Source: an optimization exercise on an open RTL-to-GDS flow (aim: small area and a short achievable clock period). Production flows keep margins and buffers that such runs may drop.
Function was checked by simulation only, so behaviour that the tests miss may differ from the original.
No activity file was given, so power comes from the tool's default toggle rates.

==> flow/design.v (outline; a module is shown in full before it is edited, if it fits) <==
// module Power_Spec_Cal: 2114 lines
// module fa: 4 lines
// module hai: 4 lines
// module ha: 4 lines
module Power_Spec_Cal(
           input wire clk,
           input wire rst,
           input wire dv,
           input wire [9:0] xk_index,
           input wire [24:0] fft_data_out_re,
           input wire [24:0] fft_data_out_im,
           output reg [49:0] Power_Spec,
           output reg data_valid,
           output reg dv_FFT
       );
  // ...
==> flow/run.sh <==
#!/bin/bash
# synth_recipe.tcl (not shown) runs the flow's synth.tcl, then flattens the netlist and writes it again
# the make line also repeats each setting of config.mk as NAME=value (left out here)
make -C /OpenROAD-flow-scripts/flow DESIGN_CONFIG=/design/flow/config.mk WORK_HOME=/design/flow/orfs CLKGATE_MAP_FILE= SYNTH_SCRIPT=/design/flow/synth_recipe.tcl finish
==> flow/config.mk <==
export PLATFORM = sky130hd
export DESIGN_NAME = Power_Spec_Cal
export DESIGN_NICKNAME = Power_Spec_Cal
export VERILOG_FILES = /design/flow/design.v
export SDC_FILE = /design/flow/constraint.sdc
export NUM_CORES = 4
export LEC_CHECK = 0
export CAP_MARGIN = 20
export CORE_MARGIN = 2
export CORE_UTILIZATION = 40
export PLACE_DENSITY = 0.6
export SLEW_MARGIN = 20
export SYNTH_HIERARCHICAL = 1
export SYNTH_MINIMUM_KEEP_SIZE = 0
==> flow/constraint.sdc <==
create_clock -name core_clock -period 8.0 [get_ports {clk}]
set_input_delay 1.6000 -clock core_clock [delete_from_list [all_inputs] [get_ports {clk}]]
set_output_delay 1.6000 -clock core_clock [all_outputs]
set_load 0.01 [all_outputs]
==> results.txt, run 1 <==
min Tclk post-route=about 3.5 ns; largest cell class by area=multi-input combinational cells; Post-Layout Cell Count=around 3,300; nets=around 3,000; initial antenna violation count=1; ys async rst share=0.00851; max reg flops=171; final instance area=~0.030 mm2; Post-Place Cells=about 3,200; Max-slew headroom=0.229; FF-to-FF path depth=9; GRT busiest layer=met2; Initial Utilization=0.405; Clock Skews=between 0.015 and 0.02 ns; worst r2r src=r3[45]; met2 GRT Util=0.335; FF-to-FF End=p4[47]; CP max FO=6; Startpoint Class=flop; Post-DP Area=about 0.029 mm2; core area=approximately 0.066 mm2; R2R Setup Slk=4.47 ns; status=timing/DRC/antenna clean; endpoint class of the critical path=flop; post-synthesis mux area share=0.000375; sequential cell power=about 3.8 mW; first-pass GRT wire length=111,000 um; total track usage=0.213; Mapped Cells=between 2,000 and 2,500; Final HPWL DP=between 40,000 and 50,000 um; # hold bufs at CTS=0; Net Count, Synth=2,954; Reg clk slew, reported paths=0.06 ns; Synth Area in XOR/XNOR=0.0138; gr ovfl total=0; clock network area share=0.0556; Critical path origin=r3[45]; final WL=around 73,000 um; Final Hold Fails=0; post-synthesis average cell area=around 12 um2; Post-synth EDFFs=0; Highest Clock Rate=283 MHz
==> run 2, diff against run 1 <==
--- a/flow/config.mk
+++ b/flow/config.mk
@@ -10,4 +10,5 @@
 export CORE_UTILIZATION = 40
 export PLACE_DENSITY = 0.6
+export SETUP_SLACK_MARGIN = 5
 export SLEW_MARGIN = 20
 export SYNTH_HIERARCHICAL = 1
==> results.txt, run 2 <==
Critical path origin=r3[2] (was r3[45]); ys async rst share=0.00851 (unchanged); fillcell total=5,945 (was 5,930); Final Power=11.9 mW (was 12.0 mW); Final Cycle Share=0.376 (was 0.441); DRC Markers=0 (unchanged); maximum vdd drop=223 uV (was 222 uV); worst slew pin tran=0.508 ns (was 1.14 ns); Gate power share=0.480 (was 0.482); Post-Layout Cell Count=3,261 (was 3,259); CTS tree=done (unchanged); Layout area overhead=14.9% (was 14.1%); Power Internal=7.26 mW (was 7.32 mW); max reg flops=171 (unchanged); commonest cells after routing, fill and taps aside=nand2_1 (628), fa_1 (558), dfxtp_1 (466), inv_1 (144), ha_1 (66) (was nand2_1 (628), fa_1 (558), dfxtp_1 (466), inv_1 (145), clkdlybuf4s50_1 (105)); sequential share of the synthesized area=0.354 (unchanged); Synth Register Bits=470 (unchanged); WL/cell=22.2 um (was 22.3 um); Worst EP required=8.51 ns (was 8.48 ns); Netlist cell types=62 (unchanged); boundary pin count=115 (unchanged); Largest regs=r2: 171 flops, r3: 95 flops (unchanged); clock share of power=0.198 (was 0.197); Core Rows=94 (unchanged); endpoint class of the critical path=flop (unchanged); Mapped Cells=2,267 (unchanged); Vias=17,018 (was 16,918); Post-Place Cells=3,168 (unchanged); Synth top area share=0.419 (unchanged); Reg power frac=0.322 (was 0.321); area leader, netlist=fa_1 (unchanged); status=timing/DRC/antenna clean (unchanged); Post-synth EDFFs=0 (unchanged); # H-tree levels=2 (unchanged); core area=0.0659 mm2 (unchanged); Primary FF master, synth=dfxtp_1 (unchanged); Post-DP Area=0.0287 mm2 (unchanged); Static Leak=12.1 nW (was 11.9 nW); first-pass GRT wire length=111,000 um (about the same); Net Count, Synth=2,954 (unchanged); Port Buffers=105 (unchanged); top-count cell post-synth=nand2_1 (unchanged); initial antenna violation count=1 (unchanged); DRT Pass-1 Iters=5 (was 7); initial DRC count=1,455 (was 1,456); FF-to-FF End=p4[46] (was p4[47]); Initial Utilization=0.405 (unchanged); commonest non-fill, non-tap cell in the layout=nand2_1 (unchanged); P_sw=4.66 mW (was 4.64 mW); top post-synthesis cells by area=fa_1 (42%), dfxtp_1 (35%), nand2_1 (8.8%), ha_1 (3.1%), inv_1 (2.0%) (unchanged); CTS buffer count=49 (unchanged); Cell Area, Synth=0.0267 mm2 (unchanged); final WL=72,400 um (was 72,600 um); PwrDens=389 mW/mm2 (was 393 mW/mm2); RSZ-0062 raised after global routing=yes (was no); Reg with most FFs=r2 (unchanged); layout cells sized above 1=0.0672 (was 0.0639); synth cell count leaders=nand2_1 (628), fa_1 (558), dfxtp_1 (466), inv_1 (145), clkbuf_1 (116) (unchanged); Synth Warn #=7 (unchanged); full die area=0.0688 mm2 (unchanged); via/cell ratio=5.22 (was 5.19); height of the chip=262 um (unchanged); min Tclk post-route=3.01 ns (was 3.53 ns); Arr. time, crit path=3.52 ns (was 4.01 ns); sw frac=0.391 (was 0.388); kind of critical path=reg2reg (unchanged); ANT nets after route=0 (unchanged); final setup TNS=0 ns (unchanged); gr ovfl total=0 (unchanged); Final HPWL DP=49,200 um (unchanged); worst r2r src=r3[2] (was r3[45]); Startpoint Class=flop (unchanged); Max-slew headroom=0.661 (was 0.229); largest net degree at the start of global routing=26 (unchanged); worst hold path class=reg2reg (unchanged); # hold bufs at CTS=0 (unchanged); n_diodes=0 (unchanged); CP max FO=5 (was 6); clock latency on the worst-skew pair=0.61 ns (was 0.60 ns); Max Buffers Root-to-Sink=3 (unchanged); R2R Setup Slk=4.99 ns (was 4.47 ns); final instance area=0.0306 mm2 (was 0.0304 mm2); setup violators final=0 (unchanged); Highest Clock Rate=333 MHz (was 283 MHz); max-cap violation count=0 (unchanged); nets=3,044 (was 3,042); Core Util, Final=0.465 (was 0.462); clk sink count=470 (unchanged); Clock Skews=0.0160 ns (was 0.0151 ns); total track usage=0.213 (about the same); GPL Wtd Cong=0.863 (unchanged); FF-to-FF path depth=11 (was 9); final slew viol count=0 (unchanged); root buf cell=clkbuf_16 (unchanged); Final Hold Fails=0 (unchanged); vias in the first global route=19,168 (was 19,126); post-synthesis average cell area=11.8 um2 (unchanged); Chip Width=262 um (unchanged); Reg clk slew, reported paths=0.06 ns (about the same); CP endpoint=p4[46] (was p4[47])
==> run 2: what timing repair did <==
item	CTS	global route
resized for setup	76	46
buffers inserted	1	1
pin swaps	1	1
gates cloned	0	0
hold endpoints to repair	0	0
endpoints found under the setup margin	79	35
==> run 2: critical path, stage by stage, from the launching register on <==
cell,delay [ns]
dfxtp_1,0.31
inv_1,0.04
ha_1,0.22
ha_1,0.21
nor3b_2,0.19
o2bb2ai_1,0.26
a211oi_4,0.15
a211o_1,0.34
a21oi_2,0.33
a31oi_2,0.22
o41ai_1,0.46
xnor2_1,0.19
==> run 2: power by group through the flow <==
stage	registers [mW]	clock network, mW	logic [mW]
after floorplan	3.86	0	3.53
after detailed placement	3.91	0	5.67
after CTS	3.85	2.43	5.63
final	3.84	2.36	5.73
after global routing	3.95	2.52	6.38
after global placement	3.88	0	5.54
==> run 2: worst min-delay path by stage <==
stage	to	from	cells after the start
finish	Power_Spec[39]	p5[39]	0
global route	r3[91]	r2[167]	0
CTS	Power_Spec[39]	p5[39]	0
detailed placement	Power_Spec[10]	p5[10]	0
global placement	p5[12]	p4[12]	0
floorplan	Power_Spec[0]	p5[0]	0
==> run 2: routing by layer <==
metal,up-vias,wire length [um],global-route usage,share of wire
li1,7144,-,-,-
met1,8586,27900,0.265,0.39
met2,1037,33200,0.338,0.46
met3,249,7990,0.0651,0.11
met4,2,3370,0.103,0.046
met5,-,13,0,0.00018
==> run 2: cell type report <==
cell class / count / area, um2 / area share
Inverter: 145 / 548 / 0.0179
Tap cell: 864 / 1080 / 0.0353
Timing Repair Buffer: 157 / 1610 / 0.0525
Sequential cell: 470 / 9430 / 0.308
Clock inverter: 31 / 343 / 0.0112
Clock buffer: 60 / 1350 / 0.0441
Multi-Input combinational cell: 1534 / 16300 / 0.531
==> run 2: cell families after synthesis <==
group / after synthesis / share of synthesized area
AND/OR/NAND/NOR: 713 / 0.106
adder cells (fa/ha/maj): 624 / 0.450
flip-flops: 470 / 0.354
buffers and inverters: 263 / 0.0371
AO/OA/AOI/OAI: 154 / 0.0388
XOR/XNOR: 42 / 0.0138
multiplexers: 1 / 0.000375
==> run 2: stage by stage <==
stage | hold slack, ns | setup WS, ns
after floorplan | 0.310 | 5.03
after global placement | 0.310 | 4.69
after detailed placement | 0.312 | 4.67
after CTS | 0.323 | 5.00
after global routing | 0.325 | 4.94
final | 0.319 | 4.99
==> run 2: modules after synthesis, one instance, submodules excluded <==
module	area (um2)	copies in the design	cells
Power_Spec_Cal	14900	1	1609
fa	20.0	558	1
hai	27.5	20	5
==> run 3, diff against run 2 <==
--- a/flow/config.mk
+++ b/flow/config.mk
@@ -9,4 +9,5 @@
 export CORE_MARGIN = 2
 export CORE_UTILIZATION = 40
+export CTS_BUF_LIST = sky130_fd_sc_hd__clkbuf_4 sky130_fd_sc_hd__clkbuf_8
 export PLACE_DENSITY = 0.6
 export SETUP_SLACK_MARGIN = 5
==> results.txt, run 3 <==
worst hold path class=reg2reg (unchanged); pre-CTS setup slack=4.67 ns (unchanged); PwrDens=391 mW/mm2 (was 389 mW/mm2); min Tclk post-route=3.01 ns (about the same); CTS buffer count=81 (was 49); area leader, netlist=fa_1 (unchanged); HP Start=p4[13] (was p5[39]); Hold EP=p5[13] (was Power_Spec[39]); Largest regs=r2: 171 flops, r3: 95 flops (unchanged); Highest Clock Rate=332 MHz (was 333 MHz); fin worst setup slack=4.99 ns (about the same); P_sw=4.69 mW (was 4.66 mW); Worst EP required=8.56 ns (was 8.51 ns); fillcell total=5,945 (unchanged); # H-tree levels=3 (was 2); initial antenna violation count=5 (was 1); CP max FO=6 (was 5); WL/cell=22.0 um (was 22.2 um); kind of critical path=reg2reg (unchanged); via/cell ratio=5.17 (was 5.22); Arr. time, crit path=3.57 ns (was 3.52 ns); Synth Register Bits=470 (unchanged); Primary FF master, synth=dfxtp_1 (unchanged); top-count cell post-synth=nand2_1 (unchanged); clk sink count=470 (unchanged); commonest non-fill, non-tap cell in the layout=nand2_1 (unchanged); final slew viol count=0 (unchanged); Reg power frac=0.319 (was 0.322); setup violators final=0 (unchanged); Gate power share=0.477 (was 0.480); full die area=0.0688 mm2 (unchanged); DRC Markers=0 (unchanged); Port Buffers=105 (unchanged); Metal-1 WL=27,800 um (was 27,900 um); endpoint class of the critical path=flop (unchanged); gr ovfl total=0 (unchanged); hold depth=0 (unchanged); Static Leak=12.2 nW (was 12.1 nW); register area=0.00943 mm2 (unchanged); R2R Setup Slk=4.99 ns (about the same); max reg flops=171 (unchanged); core area=0.0659 mm2 (unchanged); Post-Route Hold Slack=0.321 ns (was 0.319 ns); nets=3,075 (was 3,044); multi-input logic area=0.0163 mm2 (unchanged); Reg clk slew, reported paths=0.06 ns (about the same); Netlist cell types=62 (unchanged); post-synthesis average cell area=11.8 um2 (unchanged); Clock Skews=0.0384 ns (was 0.0160 ns); final WL=72,900 um (was 72,400 um); Final HPWL DP=49,200 um (unchanged); worst r2r src=r3[45] (was r3[2]); FF-to-FF path depth=9 (was 11); vias in the first global route=19,494 (was 19,168); Reg with most FFs=r2 (unchanged); Final Hold Fails=0 (unchanged); layout cells sized above 1=0.0890 (was 0.0672); maximum vdd drop=268 uV (was 223 uV); Max-slew headroom=0.655 (was 0.661); Mapped Cells=2,267 (unchanged); DR top layer=met5 (unchanged); root buf cell=clkbuf_8 (was clkbuf_16); total track usage=0.215 (was 0.213); final setup TNS=0 ns (unchanged); clock latency on the worst-skew pair=0.68 ns (was 0.61 ns); height of the chip=262 um (unchanged); max-cap violation count=0 (unchanged); CTS tree=done (unchanged); commonest cells after routing, fill and taps aside=nand2_1 (628), fa_1 (558), dfxtp_1 (466), inv_1 (145), clkbuf_8 (94) (was nand2_1 (628), fa_1 (558), dfxtp_1 (466), inv_1 (144), ha_1 (66)); worst slew pin tran=0.517 ns (was 0.508 ns); boundary pin count=115 (unchanged); Core Util, Final=0.468 (was 0.465); Cell Area, Synth=0.0267 mm2 (unchanged); RSZ-0062 raised after global routing=yes (unchanged); initial DRC count=1,314 (was 1,455); Final Cycle Share=0.376 (about the same); Post-synth EDFFs=0 (unchanged); FF-to-FF End=p4[47] (was p4[46]); status=timing/DRC/antenna clean (unchanged); synth cell count leaders=nand2_1 (628), fa_1 (558), dfxtp_1 (466), inv_1 (145), clkbuf_1 (116) (unchanged); top post-synthesis cells by area=fa_1 (42%), dfxtp_1 (35%), nand2_1 (8.8%), ha_1 (3.1%), inv_1 (2.0%) (unchanged); Chip Width=262 um (unchanged); Synth top area share=0.419 (unchanged); sw frac=0.389 (was 0.391); first-pass GRT wire length=112,000 um (was 111,000 um); ys async rst share=0.00851 (unchanged); largest net degree at the start of global routing=26 (unchanged); routed wl met2=33,200 um (about the same); Core Rows=94 (unchanged); DRT Pass-1 Iters=5 (unchanged); Max Buffers Root-to-Sink=3 (unchanged); clock share of power=0.205 (was 0.198); sequential share of the synthesized area=0.354 (unchanged); GPL Wtd Cong=0.863 (unchanged); Initial Utilization=0.405 (unchanged); Power Internal=7.36 mW (was 7.26 mW); Startpoint Class=flop (unchanged); met3 routed WL=8210 um (was 7990 um); Synth Warn #=7 (unchanged); ANT nets after route=0 (unchanged); Final Power=12.0 mW (was 11.9 mW); Layout area overhead=15.5% (was 14.9%); Net Count, Synth=2,954 (unchanged); Vias=17,155 (was 17,018)
## run 3: cell counts after synthesis
No cell type changed its count.
## run 3: area by class of cell
| cell class | instances | share of cell area |
|---|---|---|
| diodes | 1 | 0.0000813 |
| clock buffers | 115 | 0.0471 |
| clock inverters | 30 | 0.0134 |
| inverters | 145 | 0.0177 |
| multi-input cells | 1534 | 0.529 |
| flip-flops and latches | 470 | 0.306 |
| well taps | 864 | 0.0351 |
| repair buffers | 156 | 0.0516 |
## run 3: how the worst max path moves through the flow
stage / end / slack [ns] / cells after the start / from
floorplan: r2[84] / 5.03 / 7 / re1[24]
global placement: p4[47] / 4.69 / 9 / r3[45]
detailed placement: p4[47] / 4.67 / 9 / r3[45]
CTS: r2[57] / 5.00 / 6 / re1[0]
global route: p4[48] / 4.96 / 12 / r3[2]
finish: p4[47] / 4.99 / 9 / r3[45]
## run 3: routing by layer
| layer | GRT usage | up-vias |
|---|---|---|
| met5 | 0 | - |
| met1 | 0.264 | 8642 |
| met2 | 0.337 | 1057 |
| met4 | 0.115 | 4 |
| met3 | 0.0690 | 253 |
| li1 | - | 7199 |
## run 3: stage by stage
step	cell area, um2	instances
finish	30800	3315
global route	30800	3315
CTS	30600	3314
detailed placement	28700	3168
global placement	28700	3168
floorplan	26700	2267
## run 3: power by group through the flow
stage	combinational, mW	sequential, mW	clock, mW
6_report	5.74	3.84	2.46
3_3_place_gp	5.54	3.88	0
2_1_floorplan	3.53	3.86	0
3_5_place_dp	5.67	3.91	0
5_1_grt	6.38	3.94	2.65
4_1_cts	5.64	3.85	2.55
## run 3: worst max-delay path: stages, from the launching register on
cell and delay [ns]:
dfxtp_1 0.30, ha_1 0.39, nand2_1 0.14, nor2_1 0.21, nand3_1 0.35, o311ai_2 0.60
nor3_2 0.14, o31ai_2 0.45, a41oi_2 0.18, xnor2_1 0.16
## run 3: repair_timing
| action | 4_1_cts | 5_1_grt |
|---|---|---|
| setup endpoints to repair | 81 | 30 |
| setup buffers | 1 | 0 |
| gates resized for setup | 77 | 41 |
| hold buffers | 0 | 0 |
| pin swaps | 1 | 1 |
## run 3: kinds of logic (layout without fill, tap and decap cells)
kind of cell,after synthesis,count (layout),synth area share
simple gates,713,713,0.106
compound gates,154,154,0.0388
buf+inv,263,446,0.0371
flops,470,470,0.354
xor+xnor,42,42,0.0138
other cells,0,1,0
fa+ha+maj,624,624,0.450
mux,1,1,0.000375
## run 3: Yosys stat by module, one instance, submodules excluded
module / times used / flops+latches
fa: 558 / 0
Power_Spec_Cal: 1 / 470
hai: 20 / 0
==> run 4, diff against run 3 <==
--- a/flow/config.mk
+++ b/flow/config.mk
@@ -8,7 +8,6 @@
 export CAP_MARGIN = 20
 export CORE_MARGIN = 2
-export CORE_UTILIZATION = 40
-export CTS_BUF_LIST = sky130_fd_sc_hd__clkbuf_4 sky130_fd_sc_hd__clkbuf_8
-export PLACE_DENSITY = 0.6
+export CORE_UTILIZATION = 60
+export PLACE_DENSITY = 0.75
 export SETUP_SLACK_MARGIN = 5
 export SLEW_MARGIN = 20
==> results.txt, run 4 <==
Vias=17,655 (was 17,155); via/cell ratio=5.92 (was 5.17); total track usage=0.315 (was 0.215); commonest cells after routing, fill and taps aside=nand2_1 (628), fa_1 (558), dfxtp_1 (465), inv_1 (145), ha_1 (66) (was nand2_1 (628), fa_1 (558), dfxtp_1 (466), inv_1 (145), clkbuf_8 (94)); Post-Layout Cell Count=2,980 (was 3,315); largest net degree at the start of global routing=26 (unchanged); final WL=71,100 um (was 72,900 um); Clock Skews=0.0189 ns (was 0.0384 ns); Net Count, Synth=2,954 (unchanged); root buf cell=clkbuf_16 (was clkbuf_8); hold depth=0 (unchanged); vias in the first global route=19,547 (was 19,494); post-synthesis average cell area=11.8 um2 (unchanged); GPL Wtd Cong=0.923 (was 0.863); Reg power frac=0.320 (was 0.319); Post-DP Area=0.0284 mm2 (was 0.0287 mm2); area leader, netlist=fa_1 (unchanged); Final HPWL DP=46,500 um (was 49,200 um); Startpoint Class=flop (unchanged); Max Buffers Root-to-Sink=3 (unchanged); core area=0.0440 mm2 (was 0.0659 mm2); # H-tree levels=2 (was 3); ys async rst share=0.00851 (unchanged); worst slew pin tran=0.536 ns (was 0.517 ns); Final Cycle Share=0.379 (was 0.376); Cell Area, Synth=0.0267 mm2 (unchanged); sw frac=0.396 (was 0.389); status=timing/DRC/antenna clean (unchanged); Netlist cell types=62 (unchanged); top post-synthesis cells by area=fa_1 (42%), dfxtp_1 (35%), nand2_1 (8.8%), ha_1 (3.1%), inv_1 (2.0%) (unchanged); Largest regs=r2: 171 flops, r3: 95 flops (unchanged); maximum vdd drop=251 uV (was 268 uV); Port Buffers=105 (unchanged); setup violators final=0 (unchanged); Power Internal=7.23 mW (was 7.36 mW); Primary FF master, synth=dfxtp_1 (unchanged); fin worst setup slack=4.97 ns (was 4.99 ns); Final Hold Fails=0 (unchanged); top-count cell post-synth=nand2_1 (unchanged); initial DRC count=1,868 (was 1,314); kind of critical path=reg2reg (unchanged); RSZ-0062 raised after global routing=yes (unchanged); CP max FO=24 (was 6); # hold bufs at CTS=0 (unchanged); PwrDens=397 mW/mm2 (was 391 mW/mm2); Max-slew headroom=0.643 (was 0.655); worst hold path class=reg2reg (unchanged); final slew viol count=0 (unchanged); Gate power share=0.495 (was 0.477); Chip Width=215 um (was 262 um); Reg clk slew, reported paths=0.06 ns (about the same); initial antenna violation count=3 (was 5); Highest Clock Rate=330 MHz (was 332 MHz); Core Rows=77 (was 94); Critical path origin=re1[10] (was r3[45]); Reg with most FFs=r2 (unchanged); boundary pin count=115 (unchanged); ANT nets after route=0 (unchanged); DRC Markers=0 (unchanged); synth cell count leaders=nand2_1 (628), fa_1 (558), dfxtp_1 (466), inv_1 (145), clkbuf_1 (116) (unchanged); gr ovfl total=0 (unchanged); sequential share of the synthesized area=0.354 (unchanged); final instance area=0.0301 mm2 (was 0.0308 mm2); full die area=0.0462 mm2 (was 0.0688 mm2); clock latency on the worst-skew pair=0.60 ns (was 0.68 ns); Arr. time, crit path=3.47 ns (was 3.57 ns); CTS buffer count=47 (was 81); commonest non-fill, non-tap cell in the layout=nand2_1 (unchanged); Layout area overhead=13.0% (was 15.5%); DRT Pass-1 Iters=5 (unchanged); final setup TNS=0 ns (unchanged); Initial Utilization=0.606 (was 0.405); layout cells sized above 1=0.0624 (was 0.0890); CTS tree=done (unchanged); P_sw=4.74 mW (was 4.69 mW); first-pass GRT wire length=109,000 um (was 112,000 um); HP Start=p4[0] (was p4[13]); endpoint class of the critical path=flop (unchanged); max-cap violation count=0 (unchanged); Synth Warn #=7 (unchanged); nets=3,039 (was 3,075); WL/cell=23.9 um (was 22.0 um); Post-Route Hold Slack=0.320 ns (was 0.321 ns); pre-CTS setup slack=4.54 ns (was 4.67 ns); Synth Register Bits=470 (unchanged); Hold EP=p5[0] (was p5[13]); clk sink count=470 (unchanged); FF-to-FF End=r2[62] (was p4[47]); Worst EP required=8.44 ns (was 8.56 ns); Post-Place Cells=2,895 (was 3,168); min Tclk post-route=3.03 ns (was 3.01 ns); worst r2r src=re1[10] (was r3[45]); Synth top area share=0.419 (unchanged); max reg flops=171 (unchanged); R2R Setup Slk=4.97 ns (was 4.99 ns); clock share of power=0.185 (was 0.205); FF-to-FF path depth=6 (was 9); Mapped Cells=2,267 (unchanged); Static Leak=12.0 nW (was 12.2 nW); Post-synth EDFFs=0 (unchanged); height of the chip=215 um (was 262 um)
-- run 4: cell types whose count changed in the layout (fill, tap and decap cells not counted), sizes merged --
cell,change
clkinvlp,+3
clkinv,-2
inv,-3
clkbuf,-54
bufinv,-5
buf,-2
-- run 4: metrics by stage --
| stage | total power, mW | util |
|---|---|---|
| after global placement | 9.36 | 0.645 |
| after CTS | 11.8 | 0.680 |
| after floorplan | 7.40 | - |
| final | 12.0 | 0.684 |
| after global routing | 12.7 | 0.684 |
| after detailed placement | 9.58 | 0.645 |
-- run 4: worst max-delay path, stage by stage (launching register included) --
cell	delay, ns
dfxtp_1	0.32
buf_6	0.31
inv_1	0.19
fa_1	0.55
fa_1	0.44
fa_1	0.52
fa_1	0.53
-- run 4: cell families after synthesis --
| logic type | synth area share |
|---|---|
| flip-flops | 0.354 |
| adder cells (fa/ha/maj) | 0.450 |
| XOR/XNOR | 0.0138 |
| multiplexers | 0.000375 |
| AND/OR/NAND/NOR | 0.106 |
| buffers and inverters | 0.0371 |
| AO/OA/AOI/OAI | 0.0388 |
-- run 4: layout make-up --
type	count	area (um2)
Timing Repair Buffer	154	1550
Tap cell	592	741
Antenna cell	1	2.50
Fill cell	3098	13900
Inverter	145	544
Multi-Input combinational cell	1534	16300
Sequential cell	470	9430
Clock inverter	23	254
Clock buffer	61	1320
-- run 4: how the worst max path moves through the flow --
stage / endpoint / slack [ns] / depth (start not counted)
after CTS: r2[57] / 4.99 / 6
after floorplan: r2[84] / 5.03 / 7
after detailed placement: r2[57] / 4.54 / 5
after global placement: r2[57] / 4.56 / 5
after global routing: p4[48] / 4.93 / 9
final: r2[62] / 4.97 / 6
-- run 4: metal layers --
| metal | vias up | GRT usage | wire length [um] |
|---|---|---|---|
| met5 | - | 0 | 27 |
| met4 | 4 | 0.175 | 4150 |
| met3 | 361 | 0.108 | 10000 |
| met2 | 1433 | 0.488 | 32000 |
| met1 | 8740 | 0.389 | 24900 |
| li1 | 7117 | - | - |
-- run 4: power groups by stage --
stage	logic (mW)	registers (mW)	clock network, mW
after floorplan	3.53	3.86	0
after global placement	5.50	3.85	0
after detailed placement	5.69	3.89	0
after CTS	5.69	3.84	2.25
after global routing	6.46	3.94	2.33
final	5.92	3.83	2.21
-- run 4: what timing repair did --
action                     in CTS  in global routing
buffers inserted                0                  0
setup endpoints to repair     121                 31
gates resized for setup        68                 44
-- run 4: Yosys stat by module (local to each module, per instance) --
module / area (um2) / flops+latches
hai: 27.5 / 0
Power_Spec_Cal: 14900 / 470
fa: 20.0 / 0

==> static timing again, ports no longer ideal <==
In the flow no input, the clock included, has a driving cell. The finished layouts below were timed again as built, in two steps.
Step 1 (the two cells are an assumption about what drives the block):
set clk [get_ports {clk}]
set_driving_cell -lib_cell sky130_fd_sc_hd__clkbuf_16 $clk
set_driving_cell -lib_cell sky130_fd_sc_hd__buf_2 [delete_from_list [all_inputs] $clk]
Step 2 moves the port delays by t, midway between the first and last clock arrival at a register: inputs arrive t later, outputs are due t later. That takes back most of the time a late clock gives input paths.
a / b / c = ideal / step 1 / step 2; a / b = the first two.
| run | shift t [ns] | setup slack, ns | latest minus earliest clock arrival (ns) |
|---|---|---|---|
| run 1 | 0.657 | 4.469 / 4.469 / 4.469 | 0.015 / 0.016 |
| run 2 | 0.657 | 4.993 / 4.993 / 4.993 | 0.017 / 0.017 |
| run 3 | 0.718 | 4.990 / 4.990 / 4.990 | 0.041 / 0.041 |
| run 4 | 0.645 | 4.969 / 4.969 / 4.969 | 0.019 / 0.019 |
After both steps every run listed still meets setup and hold.
